This design comes from an exercise in tuning for small area on the open sky130 flow, not from production work. The RTL was checked by simulation tests, not by an equivalence proof against the original design. Power figures rest on the tool's default switching activity, not on a simulated workload.

### design/flow/design.v
module Pixel (
    input [4:0] cursor_x,
    input [4:0] cursor_y,
    input [4:0] pixel_x,
    input [4:0] pixel_y,
    input button1,
    input button2,
    input clock,
    input clr,
    output reg pixel_value
);
  parameter NX = 32;
  parameter NY = 24;
  always @(posedge clock) begin
    if (clr) pixel_value <= 0;
    else if (cursor_x == pixel_x && cursor_y == pixel_y) begin
      if (button1) pixel_value <= 1;
      else if (button2) pixel_value <= 0;
    end
  end
endmodule
module Grid (
    input [4:0] cursor_x,
    input [4:0] cursor_y,
    input button1,
    input button2,
    input clock,
    input clr,
    output [NX*NY-1:0] pixel_values_1d
);
  parameter NX = 32;
  parameter NY = 24;
  genvar i, j;
  generate
    for (i = 0; i < NX; i = i + 1) begin
      for (j = 0; j < NY; j = j + 1) begin
        Pixel pixel (
            .cursor_x(cursor_x),
            .cursor_y(cursor_y),
            .pixel_x(i),
            .pixel_y(j),
            .button1(button1),
            .button2(button2),
            .clock(clock),
            .clr(clr),
            .pixel_value(pixel_values_1d[i*NY+j])
        );
      end
    end
  endgenerate
endmodule
`timescale 1ns / 1ps
module vga640x480 (
    input wire dclk,   
    input wire clr,   
    input wire [4:0] cursor_x,   
    input wire [4:0] cursor_y,   
    input wire button1,   
    input wire button2,   
    output reg hsync,   
    output reg vsync,   
    output reg [2:0] red,   
    output reg [2:0] green,   
    output reg [1:0] blue   
);
  parameter hpixels = 800;   
  parameter vlines = 521;   
  parameter hpulse = 96;   
  parameter vpulse = 2;   
  parameter hbp = 244;   
  parameter hfp = 884;   
  parameter vbp = 31;   
  parameter vfp = 511;   
  reg [9:0] hc;
  reg [9:0] vc;
  parameter NX = 32;
  parameter NY = 24;
  wire [NX*NY-1:0] pixel_values_1d;
   Grid grid (
      .cursor_x(cursor_x),
      .cursor_y(cursor_y),
      .button1(button1),
      .button2(button2),
      .clock(dclk),
      .clr(clr),
      .pixel_values_1d(pixel_values_1d)
  );
  always @(posedge dclk) begin
    if (clr) begin
      hsync <= 1;
      vsync <= 1;
      hc <= 0;
      vc <= 0;
    end else begin
    hsync <= ~(hc >= 8 && hc < 104);
    vsync <= ~(vc >= 2 && vc < 4);
    hc <= hc == 799 ? 0 : hc + 1;   
    if (hc == 799) vc <= vc == 524 ? 0 : vc + 1;   
    end
  end
  wire is_red;
  wire is_blue;
  wire is_normal;
  wire [4:0] hc_scaled = (hc - hbp) / (20);
  wire [4:0] vc_scaled = (vc - vbp) / (20);
  assign is_red = cursor_x == hc_scaled && cursor_y == vc_scaled && !button2;
  assign is_blue = cursor_x == hc_scaled && cursor_y == vc_scaled && !button1 && button2;
  assign is_normal = !is_red && !is_blue;
  always @(*) begin
    if (vc >= vbp && vc < vfp) begin
      if (hc >= hbp && hc < (hbp + 640)) begin
        red = is_red ? 3'b111 : is_blue ? 3'b000 : pixel_values_1d[hc_scaled*24+vc_scaled] ? 0 : 3'b111;
        green = is_red ? 3'b000 : is_blue ? 3'b000 : pixel_values_1d[hc_scaled*24+vc_scaled] ? 0 : 3'b111;
        blue = is_red ? 3'b000 : is_blue ? 3'b111 : pixel_values_1d[hc_scaled*24+vc_scaled] ? 0 : 2'b11;
      end   
      else begin
        red   = 0;
        green = 0;
        blue  = 0;
      end
    end   
    else begin
      red   = 0;
      green = 0;
      blue  = 0;
    end
  end
endmodule
### design/flow/constraint.sdc
create_clock -name core_clock -period 13.0 [get_ports {dclk}]
set_input_delay 2.6000 -clock core_clock [delete_from_list [all_inputs] [get_ports {dclk}]]
set_output_delay 2.6000 -clock core_clock [all_outputs]
set_load 0.01 [all_outputs]
### design/flow/run.sh
#!/bin/bash
# synth_recipe.tcl (not shown) runs the flow's synth.tcl, then flattens the netlist and writes it again
# the make line also repeats each setting of config.mk as NAME=value (left out here)
make -C /OpenROAD-flow-scripts/flow DESIGN_CONFIG=/design/flow/config.mk WORK_HOME=/design/flow/orfs CLKGATE_MAP_FILE= SYNTH_SCRIPT=/design/flow/synth_recipe.tcl finish
### design/flow/config.mk
export PLATFORM = sky130hd
export DESIGN_NAME = vga640x480
export DESIGN_NICKNAME = vga640x480
export VERILOG_FILES = /design/flow/design.v
export SDC_FILE = /design/flow/constraint.sdc
export NUM_CORES = 4
export LEC_CHECK = 0
export CAP_MARGIN = 20
export CORE_MARGIN = 2
export CORE_UTILIZATION = 40
export PLACE_DENSITY = 0.6
export SLEW_MARGIN = 20
==> flow_metrics.tcl, run 1 <==
set metrics [dict create \
    final_max_slew_viol_count 0 \
    fmax_mhz 80.63 \
    syn_to_final_growth_pct 8.666 \
    synth_top_flop_cell "dfxtp_1" \
    period_needed_ns 12.40 \
    worstHoldStart "hc[0]" \
    numCtsBuffers 89 \
    cts_sinks 790 \
    avgSynthCellArea_um2 7.543 \
    crit_type "reg2out" \
    p_leak_nw 13.77 \
    placedCellCount 6159 \
    grt_use_total 0.3411 \
    finClkSkew_ns 0.008235 \
    power.density_nw_per_um2 122.4 \
    hold_depth 1 \
    p_seq_frac 0.453 \
    yosysWarningCount 1538 \
    relSlewSlack 0.1853 \
    p_clk_frac 0.469 \
    max-vdd-ir-drop_mv 0.08410 \
    cp-start-kind "register" \
    hold_viol_final 0 \
    dp_hpwl_um 101700 \
    max_stage_delay_ns 0.84 \
    synth_cell_type_count 87 \
    p_int_w 0.003946 \
    synth_edf_count 0 \
    cts_max_level 3 \
    place.gp.congestion 1.003 \
    clkTransAtPathRegs_ns 0.05 \
    cts-root-buf "clkbuf_16" \
    pin_count 24 \
    crit_start "hc[2]" \
    hp-class "reg2reg" \
    synth.largest_area_cell "dfxtp_1" \
    rsz0062_at_grt "false" \
    die_area_um2 103100 \
    drt_pass1_iterations 7 \
    yosysSeqAreaShare 0.3933 \
    post-route-period-util 0.9541 \
    pre_cts_ws_ns 1.436 \
    p_comb_frac 0.078 \
    antenna_found_initial 10 \
    synth_cells 5331 \
    grt_pass1_vias 37300 \
    synth_area_um2 40210 \
    wl_per_cell_um 29.06 \
    postSynth.asyncResetShare 0 \
    drtIter0Drc 7711 \
    status "no timing/DRC/antenna violations" \
    start_util 0.4027 \
    worstMarginPinSlew_ns 1.218 \
    num-nets-final 4985 \
    arrival_ns 9.80 \
    die_x_um 321.1 \
    max-clock-path-buffers 3 \
    worst-path-max-fanout 18 \
    setup_viol 0 \
    cp.required_ns 10.40 \
    slowest_stage "ha_2" \
    synth_area_leaders "dfxtp_1 (39%), nand3_1 (11%), a21oi_1 (10%)" \
    port_buffers 23 \
    grt_max_degree 201 \
    final_layout_size_suffix_gt1_frac 0.07700 \
    maxCapViolations 0 \
    grt_pass1_wl_um 264300 \
    synth_seq_cells 790 \
    synth_top_area_frac 0.3933 \
    fin_cells 6313 \
    ctsHoldBuffers 0 \
    drc 0 \
    post_cts_buffers 0 \
    core_um2 99860 \
    cts_tree "yes" \
    switching_share 0.2619 \
    vias 42190 \
    fill_cells 9986 \
    crit_path_frequent_cell "nand2_1" \
    rows 116 \
    gr-total-overflow 0 \
    r2r_cells 5 \
    cp-end-kind "output port" \
    syn_nets 5364 \
    r2r-start "vc[6]" \
    die_h_um 321.1 \
    switchingPower_w 0.001401 \
    clk_latency_ns 0.64 \
    vias_per_cell 6.684 \
    timing.final.ws_setup_ns 0.5971 \
    ant_nets 0 \
    tns_ns 0 \
    finalWirelength_um 183400 \
]
==> placed cells by master (no fill, tap or decap), types with 10 or more instances in the layout <==
| cell type | n |
|---|---|
| nor2_4 | 21 |
| nand4_1 | 29 |
| clkdlybuf4s50_1 | 21 |
| dfxtp_1 | 790 |
| xor2_1 | 23 |
| nor4_1 | 15 |
| buf_4 | 116 |
| o22ai_1 | 11 |
| buf_12 | 11 |
| mux2i_1 | 141 |
| nand3_2 | 10 |
| a22oi_1 | 10 |
| a2111oi_0 | 14 |
| nand2_1 | 528 |
| o211ai_1 | 12 |
| clkbuf_8 | 12 |
| nand3_1 | 857 |
| nor2_1 | 117 |
| a311oi_1 | 23 |
| ha_1 | 16 |
| inv_1 | 17 |
| o21ai_0 | 796 |
| nor3_1 | 33 |
| a31oi_1 | 24 |
| mux4_2 | 41 |
| clkbuf_1 | 25 |
| nand2_2 | 12 |
| a311o_1 | 24 |
| a21oi_1 | 824 |
| clkbuf_16 | 92 |
| xnor2_1 | 25 |
| a211oi_1 | 14 |
| and3_1 | 70 |
| or4_1 | 11 |
| clkinv_2 | 14 |
| nand2b_1 | 14 |
==> worst max-delay path, delay by kind of cell (launching register included) <==
family | cells | cell delay (ns)
compound gates | 12 | 3.09
xor+xnor | 1 | 0.26
flops | 1 | 0.50
fa+ha+maj | 3 | 1.35
buf+inv | 4 | 1.43
simple gates | 10 | 2.15
mux | 1 | 0.37
==> cell usage after synthesis (6+ instances only) <==
cell and n:
nand4_1 29, buf_4 25, a21o_1 9, nand3_1 868, o22ai_1 11, xor2_1 23, inv_1 17, buf_1 10
or4_1 11, nor3b_1 8, buf_6 23, or3_1 9, nand2_1 541, a22oi_1 10, clkbuf_1 512, ha_1 17
or2_2 7, and3_1 70, nand2b_1 14, mux2i_1 141, mux2_2 6, a211oi_1 14, nand3b_1 6, a311o_1 24
o221ai_1 8, dfxtp_1 790, a41oi_1 6, o211ai_1 12, buf_2 50, a22o_1 9, nor2b_1 8, and2_1 8
nor3_1 40, o21ai_0 796, nor2_1 141, a311oi_1 23, mux4_2 41, a21oi_1 824, nor4_1 15, a2111oi_0 14
a31oi_1 24, xnor2_1 25
==> layout make-up <==
type	count	area, um^2	area share
multi-input combinational	3903	22040	0.5044
sequential	790	15820	0.3620
clock buffer	129	2561	0.05862
tap	1298	1624	0.03717
timing repair buffer	150	1331	0.03047
clock inverter	23	251.5	0.005756
inverter	18	67.56	0.001546
antenna	2	5.005	0.0001145
==> what timing repair did <==
action                     in CTS  in global routing
resized for setup               0                  2
setup endpoints to repair       0                  8
hold endpoints to repair        0                  0
==> flip-flops by register name (all words and copies together), names as in the netlist <==
name                                    count
grid.genblk1.genblk1.pixel.pixel_value    768
hc                                         10
hsync                                       1
vc                                         10
vsync                                       1
==> cell families after synthesis <==
logic type / synth area share
other: 0.00009326
adders and majority gates: 0.006783
xor gates and xnor gates: 0.01046
and+or+nand+nor: 0.2092
muxes: 0.06195
DFF: 0.3933
buffers and inverters: 0.06774
AOI/OAI and AO/OA: 0.2505
==> power groups by stage <==
stage,clock (W),combinational (W),sequential (W)
6_report,0.00251,0.000415,0.00242
5_1_grt,0.00261,0.000422,0.00242
4_1_cts,0.00251,0.000392,0.00242
3_5_place_dp,0,0.000391,0.00248
3_3_place_gp,0,0.000387,0.00248
2_1_floorplan,0,0.000236,0.00248
==> final timing paths <==
kind,endpoint,slack (ns)
hold / removal,hc[0],0.45
hold reg to reg,hc[0],0.45
setup / recovery,red[2],0.60
setup reg to reg,vc[5],10.64
==> per-stage QoR <==
stage | power, W | cell area (um^2) | hold slack, ns | utilization
3_3_place_gp | 0.002865 | 40870 | 0.4286 | 0.4093
3_5_place_dp | 0.002869 | 40870 | 0.4398 | 0.4093
5_1_grt | 0.005451 | 43690 | 0.4657 | 0.4376
6_report | 0.005347 | 43690 | 0.4470 | 0.4376
2_1_floorplan | 0.002713 | 40210 | 0.4173 | -
4_1_cts | 0.005328 | 43680 | 0.4522 | 0.4374
==> routing by layer <==
layer	wire, um	GRT usage
met1	72670	0.4686
met2	75230	0.4819
met3	24780	0.1018
met4	10650	0.1701
met5	122	0
==> inputs of run 2 (changes only) <==
==> design/flow/design.v (replaced) <==
module Pixel (
    input  clock,
    input  col,
    input  row_set,
    input  row_clr,
    output reg pixel_value
);
  wire n1 = ~(pixel_value | (col & row_set));
  always @(posedge clock) pixel_value <= ~(n1 | (col & row_clr));
endmodule
module vga640x480 (
    input wire dclk,
    input wire clr,
    input wire [4:0] cursor_x,
    input wire [4:0] cursor_y,
    input wire button1,
    input wire button2,
    output reg hsync,
    output reg vsync,
    output reg [2:0] red,
    output reg [2:0] green,
    output reg [1:0] blue
);
  localparam NX = 28;
  localparam NY = 24;
  reg [5:0] hb;   
  reg [4:0] hs;   
  reg [4:0] vb;   
  reg [4:0] vs;   
  wire line_end = (hb == 6'd27) && (hs == 5'd15);
  wire hs_end = (hs == 5'd19);
  wire vs_end = (vs == 5'd19) || (vb == 5'd26 && vs == 5'd4);
  always @(posedge dclk) begin
    if (clr) begin
      hb <= 6'd27;
      hs <= 5'd16;
      vb <= 5'd24;
      vs <= 5'd14;
      hsync <= 1'b1;
      vsync <= 1'b1;
    end else begin
      hsync <= ~((hb == 6'd28 && hs >= 5'd4) || (hb >= 6'd29 && hb <= 6'd32));
      vsync <= ~(vb == 5'd24 && (vs == 5'd16 || vs == 5'd17));
      hs <= hs_end ? 5'd0 : hs + 5'd1;
      if (hs_end) hb <= (hb == 6'd39) ? 6'd0 : hb + 6'd1;
      if (line_end) begin
        vs <= vs_end ? 5'd0 : vs + 5'd1;
        if (vs_end) vb <= (vb == 5'd26) ? 5'd0 : vb + 5'd1;
      end
    end
  end
  wire [NX-1:0] col_line;
  wire [NY-1:0] row_set, row_clr;
  genvar i, j;
  generate
    for (i = 0; i < NX; i = i + 1) begin : gcol
      assign col_line[i] = clr | (cursor_x == i);
    end
    for (j = 0; j < NY; j = j + 1) begin : grow
      assign row_set[j] = ~clr & button1 & (cursor_y == j);
      assign row_clr[j] = clr | (~button1 & button2 & (cursor_y == j));
    end
  endgenerate
  wire [NX*NY-1:0] cells;
  generate
    for (i = 0; i < NX; i = i + 1) begin : gx
      for (j = 0; j < NY; j = j + 1) begin : gy
        Pixel pixel (
            .clock(dclk),
            .col(col_line[i]),
            .row_set(row_set[j]),
            .row_clr(row_clr[j]),
            .pixel_value(cells[i*NY+j])
        );
      end
    end
  endgenerate
  wire [NY-1:0] rsel;
  wire [NX-1:0] csel;
  wire [NX-1:0] colv;
  generate
    for (j = 0; j < NY; j = j + 1) begin : grs
      assign rsel[j] = (vb == j);
    end
    for (i = 0; i < NX; i = i + 1) begin : gcs
      assign csel[i] = (hb == i);
      assign colv[i] = |(cells[i*NY+:NY] & rsel);
    end
  endgenerate
  wire pix = |(colv & csel);
  wire vis = (hb < 6'd27 || (hb == 6'd27 && hs < 5'd16)) && (vb < 5'd24);
  wire cur = (cursor_x == hb[4:0]) && (cursor_y == vb);
  wire is_red = cur & ~button2;
  wire is_blue = cur & ~button1 & button2;
  wire white = ~is_red & ~is_blue & ~pix;
  always @(*) begin
    red = {3{vis & (is_red | white)}};
    green = {3{vis & white}};
    blue = {2{vis & (is_blue | white)}};
  end
endmodule
==> run 2 against run 1 <==
  * Still clean
  * Cell area fell by 26%
  * Non-clock buffer count rose by 2
  * Combinational power fell by 48%
  * Critical endpoint unchanged
==> flow_metrics.tcl, run 2 <==
set metrics [dict create \
    status "no timing/DRC/antenna violations" \
    place.gp.congestion 1.006 \
    die_area_um2 73740 \
    cp.required_ns 10.40 \
    avgSynthCellArea_um2 8.703 \
    finClkSkew_ns 0.006403 \
    antenna_found_initial 19 \
    num-nets-final 3219 \
    r2r_cells 8 \
    cp_cell_sequence "buf_4 -> and4bb_2 -> buf_4 -> a2111oi_0 -> a311oi_1 -> nor4_1 -> nand4_1 -> o31ai_1 -> clkdlybuf4s50_1" \
    ctsHoldBuffers 0 \
    tns_ns 0 \
    worst-path-max-fanout 48 \
    crit_path_frequent_cell "buf_4" \
    wl_per_cell_um 32.83 \
    yosysWarningCount 2 \
    fmax_mhz 112.7 \
    vias_per_cell 6.925 \
    vias 29080 \
    max-vdd-ir-drop_mv 0.08919 \
    ant_nets 0 \
    synth.most_common_cell "o21ai_0" \
    synth_seq_cells 695 \
    start_util 0.4026 \
    period_needed_ns 8.872 \
    hold_slack_ns 0.4738 \
    dp_hpwl_um 79760 \
    max-clock-path-buffers 3 \
    power.density_nw_per_um2 139.1 \
    postSynth.asyncResetShare 0 \
    drt_pass1_iterations 7 \
    cp-end-kind "output port" \
    rows 98 \
    gr-total-overflow 0 \
    cts-resized-gates 0 \
    grt_max_degree 97 \
    cts_sinks 695 \
    synth_cells 3290 \
    port_buffers 23 \
    core_um2 71120 \
    syn_to_final_growth_pct 13.65 \
    finalWirelength_um 137800 \
    drtIter0Drc 5076 \
    hp-class "reg2reg" \
    clk_latency_ns 0.64 \
    clkTransAtPathRegs_ns 0.06 \
    largest-register "gx.gy.pixel.pixel_value" \
    grt_pass1_vias 26580 \
    numCtsBuffers 74 \
    hold_viol_final 0 \
    ys_top_cells_by_count "o21ai_0 (1331), dfxtp_1 (695), clkbuf_1 (279), nand2_1 (115), a21oi_1 (105)" \
    setup_viol 0 \
    die_h_um 271.5 \
    rsz0062_at_grt "false" \
    synth_top_flop_cell "dfxtp_1" \
    synth.largest_area_cell "dfxtp_1" \
    fin_cells 4199 \
    arrival_ns 6.27 \
    syn_nets 3320 \
    cp-start-kind "register" \
    grt_use_total 0.3616 \
    final_max_slew_viol_count 0 \
    relSlewSlack 0.1386 \
    worstMarginPinSlew_ns 1.289 \
    post-route-period-util 0.6824 \
    crit_type "reg2out" \
    largest_reg_flops 672 \
    top_regs "gx.gy.pixel.pixel_value (672), hb (6)" \
    grt_pass1_wl_um 193900 \
    synth_area_leaders "dfxtp_1 (49%), o21ai_0 (23%), clkbuf_1 (3.7%)" \
    drc 0 \
    regToRegSetupSlack_ns 9.20 \
    synth_edf_count 0 \
    p_total_w 0.004527 \
    slowest_stage "nor4_1" \
    hold_depth 2 \
    cts-root-buf "clkbuf_16" \
    p_leak_nw 10.84 \
    die_x_um 271.5 \
    final_layout_size_suffix_gt1_frac 0.1072 \
    layout_commonest_cell "o21ai_0" \
    synth_area_um2 28630 \
    synth_top_area_frac 0.4859 \
    synth_cell_type_count 75 \
    cts_max_level 3 \
    placedCellCount 4063 \
    layout_common_cells "o21ai_0 (1331), dfxtp_1 (692), buf_4 (128)" \
    maxCapViolations 0 \
    timing.final.ws_setup_ns 4.128 \
    max_stage_delay_ns 0.89 \
    yosysSeqAreaShare 0.4859 \
    post_cts_buffers 0 \
    cts_tree "yes" \
    pin_count 24 \
    pre_cts_ws_ns 4.687 \
]
-- run 2: final cells by class --
cell class                 instances  area (um^2)
sequential                       695        13920
clock buffer                     111         2215
timing repair buffer             152         1212
multi-input combinational       2225        13620
antenna                            4        10.01
tap                              950         1189
clock inverter                    21        222.7
inverter                          41        153.9
fill                            6883        38580
-- run 2: cell families (layout without fill, tap and decap cells) --
logic type / Yosys count / after routing / share of synthesized area
xor+xnor: 14 / 14 / 0.004282
flops: 695 / 695 / 0.4859
simple gates: 319 / 319 / 0.06079
fa+ha+maj: 16 / 16 / 0.006992
mux: 121 / 121 / 0.04698
other cells: 0 / 4 / 0
buf+inv: 370 / 325 / 0.05558
compound gates: 1755 / 1755 / 0.3395
-- run 2: layer usage --
metal  global-route usage  part of all wire
met1               0.4673              0.37
met2               0.4981              0.39
met3               0.1381              0.16
met4               0.2392             0.078
met5                    0            0.0011
-- run 2: metrics by stage --
stage	area, um^2	utilization
after floorplan	28630	-
after global placement	30080	0.4229
after detailed placement	30090	0.4231
after CTS	32520	0.4573
after global routing	32530	0.4574
final	32540	0.4576
-- run 2: final timing paths --
path                                  start                             end
max                                   vb[3]                          red[2]
min          gx[4].gy[22].pixel.pixel_value  gx[4].gy[22].pixel.pixel_value
max reg2reg                           vb[3]                           vb[3]
min reg2reg  gx[4].gy[22].pixel.pixel_value  gx[4].gy[22].pixel.pixel_value
-- run 2: critical path: cells and delay by family, from the launching register on --
| kind | cells | cell delay [ns] |
|---|---|---|
| AO/OA/AOI/OAI | 3 | 1.81 |
| buffers and inverters | 3 | 1.64 |
| AND/OR/NAND/NOR | 3 | 1.59 |
| flip-flops | 1 | 0.53 |
-- run 2: report_power, final --
group / internal (W) / total, W / switching [W]
Sequential: 0.00214 / 0.00214 / 0.00000774
Clock: 0.00126 / 0.00217 / 0.000913
Combinational: 0.0000346 / 0.000215 / 0.000180

==> afterwards: timing with drivers on the ports <==
The flow's constraints put no driver on any port. The routed layouts listed below were extracted and timed again, unchanged, in two steps. Step 1 (the two cells are an assumption about what drives the block):
set clk [get_ports {dclk}]
set_driving_cell -lib_cell sky130_fd_sc_hd__clkbuf_16 $clk
set_driving_cell -lib_cell sky130_fd_sc_hd__buf_2 [delete_from_list [all_inputs] $clk]
Step 2 moves the port delays by t, midway between the first and last clock arrival at a register: inputs arrive t later, outputs are due t later. That takes back most of the time a late clock gives input paths. Slacks: no drivers / after step 1 / after step 2; pairs: no drivers / after step 1.
run	t (ns)	slack for setup (ns)	clock arrival spread, ns	worst register clock-pin slew, ns
run 1	0.722	0.597 / 0.523 / 1.245	0.037 / 0.037	0.07 / 0.07
run 2	0.711	4.128 / 4.059 / 4.327	0.025 / 0.024	0.07 / 0.07
After both steps setup and hold are still met in every run listed.
